This is an optimization exercise on Yosys and OpenROAD, whose aim is small area, not a production implementation. In this exercise RTL edits were held to simulation tests only and were not proved equivalent to the original.

## flow/design.v (module list and top-level ports; edited modules follow where they fit)
// module LifeFA: 4 lines
// module LifeQ: 5 lines
// module LifeNext: 11 lines
// module Life: 885 lines
module Life(
  input        clock,
  input        reset,
  output       io_state_0_0,
  output       io_state_0_1,
  output       io_state_0_2,
  output       io_state_0_3,
  output       io_state_0_4,
  output       io_state_0_5,
  output       io_state_0_6,
  output       io_state_0_7,
  output       io_state_0_8,
  output       io_state_0_9,
  output       io_state_0_10,
  output       io_state_0_11,
  output       io_state_1_0,
  output       io_state_1_1,
  output       io_state_1_2,
  output       io_state_1_3,
  output       io_state_1_4,
  output       io_state_1_5,
  output       io_state_1_6,
  output       io_state_1_7,
  output       io_state_1_8,
  output       io_state_1_9,
  output       io_state_1_10,
  output       io_state_1_11,
  output       io_state_2_0,
  output       io_state_2_1,
  output       io_state_2_2,
  output       io_state_2_3,
  output       io_state_2_4,
  output       io_state_2_5,
  output       io_state_2_6,
  output       io_state_2_7,
  output       io_state_2_8,
  output       io_state_2_9,
  output       io_state_2_10,
  output       io_state_2_11,
  output       io_state_3_0,
  output       io_state_3_1,
  output       io_state_3_2,
  output       io_state_3_3,
  output       io_state_3_4,
  output       io_state_3_5,
  output       io_state_3_6,
  output       io_state_3_7,
  output       io_state_3_8,
  output       io_state_3_9,
  output       io_state_3_10,
  output       io_state_3_11,
  output       io_state_4_0,
  // ...
==> flow/run.sh <==
#!/bin/bash
# synth_recipe.tcl (not shown) runs the flow's synth.tcl, then flattens the netlist and writes it again
# the make line also repeats each setting of config.mk as NAME=value (left out here)
make -C /OpenROAD-flow-scripts/flow DESIGN_CONFIG=/design/flow/config.mk WORK_HOME=/design/flow/orfs CLKGATE_MAP_FILE= SYNTH_SCRIPT=/design/flow/synth_recipe.tcl finish
==> flow/config.mk <==
export PLATFORM = sky130hd
export DESIGN_NAME = Life
export DESIGN_NICKNAME = Life
export VERILOG_FILES = /design/flow/design.v
export SDC_FILE = /design/flow/constraint.sdc
export NUM_CORES = 4
export LEC_CHECK = 0
export ABC_AREA = 1
export CAP_MARGIN = 20
export CORE_MARGIN = 2
export CORE_UTILIZATION = 40
export SLEW_MARGIN = 20
export SYNTH_HIERARCHICAL = 1
export SYNTH_MINIMUM_KEEP_SIZE = 0
==> flow/constraint.sdc <==
create_clock -name core_clock -period 5.0 [get_ports {clock}]
set_input_delay 1.0000 -clock core_clock [delete_from_list [all_inputs] [get_ports {clock}]]
set_output_delay 1.0000 -clock core_clock [all_outputs]
set_load 0.01 [all_outputs]
==> summary.txt, run 1 <==
- Status: finished clean
- CTS Root Buffer Type: clkbuf_16
- Clock skew: 0.00877 ns
- Post-synth ARST share: 0%
- Max Fanout on Critical Path: 38
- Vias in the first global route: 19200
- Clock Sinks: 144
- R2R Setup Slk: 2.21 ns
- Dpl ws: 0.964 ns
- Non-clk bufs: 168
- Area of the multi-input gates: 0.0165 mm2
- Hold wc startpoint: st[133]
- Initial core utilization: 40.4%
- CTS resizes: 0
- Via count: 21500
- Worst Path Required: 5.44 ns
- Largest register FFs: 144
- Final hold vios: 0
- Initial antenna violation count: 1
- Worst-Skew Late Latency: 0.50 ns
- Relative slew slack: 40.3%
- Reg with most FFs: st
- Cell family with most CP delay: adder cells
- Commonest non-fill, non-tap cell in the layout: nand2_1
- EDFF count, synth: 0
- Synthesized cell area: 0.0217 mm2
- Data arrival, critical path: 4.01 ns
- CP startpoint kind: primary input
- Clock H-tree levels: 4
- Largest net degree at the start of global routing: 91
- Worst min path class: reg -> reg
- Most frequent cells in the layout: nand2_1 (662), inv_1 (521), nor2_1 (440)
- # Taps: 696
- Clk tree area frac: 2.01%
- Grt total ovfl: 0
- Synth-to-Final Area Change: 12.7%
- Minimum clock period: 3.57 ns
- Final setup vio count: 0
- Top Metal Used: met4
- Post-synthesis mux area share: 0%
==> module LifeNext, before the edit <==
module LifeNext(input q0, input q1, input q2, input h0, input h1, input alive, input sel, input wv, output d);
  reg n3, n4;  
  always @(*) begin
    case ({q2, q1, q0, h1, h0})
      5'b011_00, 5'b010_01, 5'b001_10, 5'b000_11: {n3, n4} = 2'b10;
      5'b100_00, 5'b011_01, 5'b010_10, 5'b001_11: {n3, n4} = 2'b01;
      default: {n3, n4} = 2'b00;
    endcase
  end
  assign d = sel ? wv : (n3 | (alive & n4));
endmodule
==> run 2, diff against run 1 <==
--- a/flow/design.v
+++ b/flow/design.v
@@ -10,11 +10,4 @@
 module LifeNext(input q0, input q1, input q2, input h0, input h1, input alive, input sel, input wv, output d);
-  reg n3, n4;  
-  always @(*) begin
-    case ({q2, q1, q0, h1, h0})
-      5'b011_00, 5'b010_01, 5'b001_10, 5'b000_11: {n3, n4} = 2'b10;
-      5'b100_00, 5'b011_01, 5'b010_10, 5'b001_11: {n3, n4} = 2'b01;
-      default: {n3, n4} = 2'b00;
-    endcase
-  end
-  assign d = sel ? wv : (n3 | (alive & n4));
+  wire [3:0] n = {1'b0, q2, q1, q0} + {2'b0, h1, h0};
+  assign d = sel ? wv : ((n == 4'd3) | (alive & (n == 4'd4)));
 endmodule
==> flow/flow/run.sh (new file) <==
#!/bin/bash
# Own layout flow: the standard flow (standard.sh) with three changes:
#  - synthesis: synth_recipe.tcl with an area-oriented ABC script (flow/area.abc) for every module,
#    and Yosys's full-adder extraction limited to the adder modules (LifeFA, LifeQ), so that the
#    next-state logic (LifeNext) is mapped by ABC as a whole; hierarchy kept during synthesis and
#    flattened at its end, as synth_recipe.tcl does;
#  - port buffers: sky130_fd_sc_hd__buf_1 on every input and output port;
#  - clock tree: no dummy loads, small clock buffers.
# Each tool's output goes to ORFS's logs under orfs/logs/, make's to run_make.log.
set -euo pipefail
W=$(pwd)
export MY_WORK="$W"
export MY_ABC_SCRIPT="$W/flow/area.abc"
export MY_FA_MODULES="LifeFA LifeQ"
bash standard.sh "SYNTH_SCRIPT=$W/flow/synth.tcl" SYNTH_HIERARCHICAL=1 SYNTH_MINIMUM_KEEP_SIZE=0 \
  "BUFFER_PORTS_ARGS=-buffer_cell sky130_fd_sc_hd__buf_1" \
  "CTS_ARGS=-sink_clustering_enable -repair_clock_nets -dont_use_dummy_load -buf_list sky130_fd_sc_hd__clkbuf_8" \
  finish > "$W/run_make.log" 2>&1
==> flow/flow/area.abc (new file) <==
strash
&get -n
&deepsyn -T 10
&put
dch -f
map -a
topo
==> flow/flow/synth.tcl (new file) <==
# synth_recipe.tcl with two changes: ABC runs flow/area.abc (no delay target), and extract_fa
# works only on the modules named in MY_FA_MODULES.
proc abc {args} {
  set i [lsearch -exact $args -script]
  if { $i >= 0 } { lset args [expr {$i + 1}] $::env(MY_ABC_SCRIPT) }
  set j [lsearch -exact $args -D]
  if { $j >= 0 } { set args [lreplace $args $j [expr {$j + 1}]] }
  yosys abc {*}$args
}
proc extract_fa {args} {
  yosys extract_fa {*}$args {*}$::env(MY_FA_MODULES)
}
source $::env(MY_WORK)/synth_recipe.tcl
==> flow/standard.sh (new file) <==
#!/bin/bash
# synth_recipe.tcl (not shown) runs the flow's synth.tcl, then flattens the netlist and writes it again
# the make line also repeats each setting of config.mk as NAME=value (left out here)
make -C /OpenROAD-flow-scripts/flow DESIGN_CONFIG=/design/flow/config.mk WORK_HOME=/design/flow/orfs CLKGATE_MAP_FILE= SYNTH_SCRIPT=/design/flow/synth_recipe.tcl "${@:-finish}"
--- a/flow/config.mk
+++ b/flow/config.mk
@@ -7,3 +7,2 @@
 export LEC_CHECK = 0
-export ABC_AREA = 1
 export CAP_MARGIN = 20
@@ -12,3 +11 @@
 export SLEW_MARGIN = 20
-export SYNTH_HIERARCHICAL = 1
-export SYNTH_MINIMUM_KEEP_SIZE = 0
removed: flow/run.sh
==> summary.txt, run 2 <==
- Status: finished clean
- Register area share after synthesis: 16.7%
- CP startpoint kind: primary input
- Predominant post-synthesis flop cell: dfxtp_1
- Synth top area share: 25.1%
- CTS Root Buffer Type: clkbuf_8
- Post-synth top cells: a21oi_1 (439), nor2_1 (375), o21ai_0 (288), clkinv_1 (230), fa_1 (216)
- Max Fanout on Critical Path: 54 (+42%)
- Largest register FFs: 144 (unchanged)
- Initial core utilization: 40.3% (-0.087 points)
- Post-route cell area: 0.0192 mm2
- CTS resizes: 0 (unchanged)
- Drt wl/cell: 20.3 um
- Clock H-tree levels: 4 (unchanged)
- EDFF count, synth: 0 (unchanged)
- Grt total ovfl: 0 (unchanged)
- Relative slew slack: 37.5% (-2.8 points)
- Routed Antenna Nets: 0
- Worst-Skew Late Latency: 0.58 ns (+0.08 ns)
- Core area: 0.0428 mm2
- DP Area: 0.0189 mm2
- Clock skew: 0.0309 ns (+0.0222 ns)
- Mapped Avg Cell Area: 7.56 um2
- Dpl ws: 0.464 ns (-0.500 ns)
- Worst slew pin tran: 0.935 ns
- Final worst setup slack: 0.939 ns
- Crit share post-route: 81.2%
- Final Wtd Congestion: 0.904
- Final slew viol count: 0
- Via count: 17900 (-17%)
- Post-synth ARST share: 0% (unchanged)
- Inserted Clock Buffers: 17
- Yosys top cell by area: fa_1
- Hold depth: 2
- Global-route wire length before repair: 94.1 mm
- Cell with the most instances after synthesis: a21oi_1
- Min Hold Slack: 0.559 ns
- Worst Setup End Kind: flop
- FMAX: 246 MHz
- Diodes inserted: 0
- Total wire length: 61.6 mm
- Worst Path Required: 5.46 ns (+0.02 ns)
- Num rows: 76
- Clock-pin slew on the worst setup and hold paths: 0.09 ns
- CTS Buffer Depth: 2
- IO buf count: 155
- Clock Sinks: 144 (unchanged)
- Vias in the first global route: 16500 (-14%)
- Final setup vio count: 0 (unchanged)
- Initial antenna violation count: 1 (unchanged)
- Layout cells sized above 1: 5.46%
- Syn nets: 2580
- Synthesized cell area: 0.0172 mm2 (-20%)
- Number of library cell types mapped by synthesis: 14
- Reg with most FFs: st
- Post-CTS Hold Buffers: 0
- Largest net degree at the start of global routing: 55 (-40%)
- Die Y: 212 um
- Most frequent cells in the layout: a21oi_1 (436), nor2_1 (374), o21ai_0 (288)
- TritonRoute pass-1 iters: 5
- Vias per cell: 5.91
- Initial drt markers: 1391
- Post-DP HPWL: 48.7 mm
- Yosys reg bits: 144
- Final cell count without fillers: 3036
- Reg2Reg Depth: 11
- Die X: 212 um
- Worst min path class: reg -> reg
- Final hold vios: 0 (unchanged)
- RSZ-0062 raised after global routing: no
- Setup TNS: 0 ns
- Top cells by area, synth: fa_1 (25%), dfxtp_1 (17%), a21oi_1 (13%)
- Residual DRC count: 0
- Class of the most critical setup path: in -> reg
- Largest registers: st: 144 flops
- Nets@finish: 2792
- Max_cap viols: 0
- Data arrival, critical path: 4.52 ns (+0.51 ns)
- Inst Count DP: 3019
- Ys Warns: 7
- CTS tree: built
- Synth-to-Final Area Change: 11.2%
- Minimum clock period: 4.06 ns (+0.495 ns)
- Post-CTS Setup Inserts: 0
- GRT Total Usage: 28.1%
- DIE AREA: 0.0448 mm2
- Cells after synthesis: 2280
- Util after Layout: 44.8%
- Commonest non-fill, non-tap cell in the layout: a21oi_1
- I/O pin cnt: 156
==> run 2: changes by cell type after synthesis, moves of 147 or more <==
cell / delta
inv_1: -521
nand2_1: -517
a21oi_1: +439
nand4_1: -288
clkinv_1: +229
o21ai_0: +225
nand3_1: -158
nor2_2: -147
==> run 2: critical path, cell delays in order <==
cell	delay, ns
buf_1	0.19
inv_4	0.25
buf_12	0.29
nor2_1	0.53
fa_1	0.58
ha_1	0.24
fa_1	0.54
o21ai_0	0.21
nand2_1	0.08
o211ai_1	0.11
o21ai_0	0.13
a211oi_1	0.23
a21oi_1	0.07
==> run 2: final cells by class <==
| cell class | count | area [um2] |
|---|---|---|
| Fill cell | 4371 | 23600 |
| Inverter | 230 | 866 |
| Clock buffer | 17 | 234 |
| Multi-Input combinational cell | 1906 | 13600 |
| Sequential cell | 144 | 2880 |
| Timing Repair Buffer | 193 | 892 |
| Tap cell | 546 | 683 |
==> run 2: layer usage <==
| layer | vias up | global-route usage (%) | share of wire [%] |
|---|---|---|---|
| li1 | 8626 | - | - |
| met1 | 8583 | 38.6 | 44 |
| met2 | 624 | 44.0 | 46 |
| met3 | 107 | 5.34 | 7.2 |
| met4 | 2 | 10.2 | 3.2 |
| met5 | - | 0 | 0.023 |
==> run 2: worst paths after layout <==
check	start	to	slack (ns)
setup reg to reg	st[106]	st[117]	1.62
setup / recovery	io_running	st[125]	0.94
hold reg to reg	st[124]	st[124]	0.56
hold / removal	st[124]	st[124]	0.56
==> run 2: modules after synthesis, one instance, submodules excluded <==
module | flip-flops and latches | cell area (um2)
Life | 144 | 4630
LifeQ | 0 | 12.5
LifeFA | 0 | 20.0
LifeNext | 0 | 51.3
==> run 2: kinds of logic after synthesis <==
kind of cell / count (synthesis) / share of synthesized area (%)
compound gates: 1032 / 34.3
simple gates: 586 / 13.7
fa+ha+maj: 288 / 30.3
buf+inv: 230 / 5.01
flops: 144 / 16.7

re-timing with driven ports:
How much do the figures lean on ideal ports? The routed layouts below were timed once more, with nothing changed but the port constraints. Step 1, drivers: a clkbuf_16 drives clock and a buf_2 each remaining input, both assumed. Step 2 moves the port delays by t, midway between the first and last clock arrival at a register: inputs arrive t later, outputs are due t later. That takes back most of the time a late clock gives input paths. Slacks: no drivers / after step 1 / after step 2; pairs: no drivers / after step 1.
| run | t, ns | setup slack, ns | worst slew at a driven data input, ns | pins driven straight from the clock port |
|---|---|---|---|---|
| run 1 | 0.558 | 1.435 / 1.468 / 0.910 | 0.03 | 1 |
| run 2 | 0.613 | 0.939 / 0.967 / 0.353 | 0.11 | 1 |
After both steps every run listed still meets setup and hold. For run 2, which loses most, drivers alone change the setup slack by +0.028 ns; drivers and shift together by -0.586 ns.
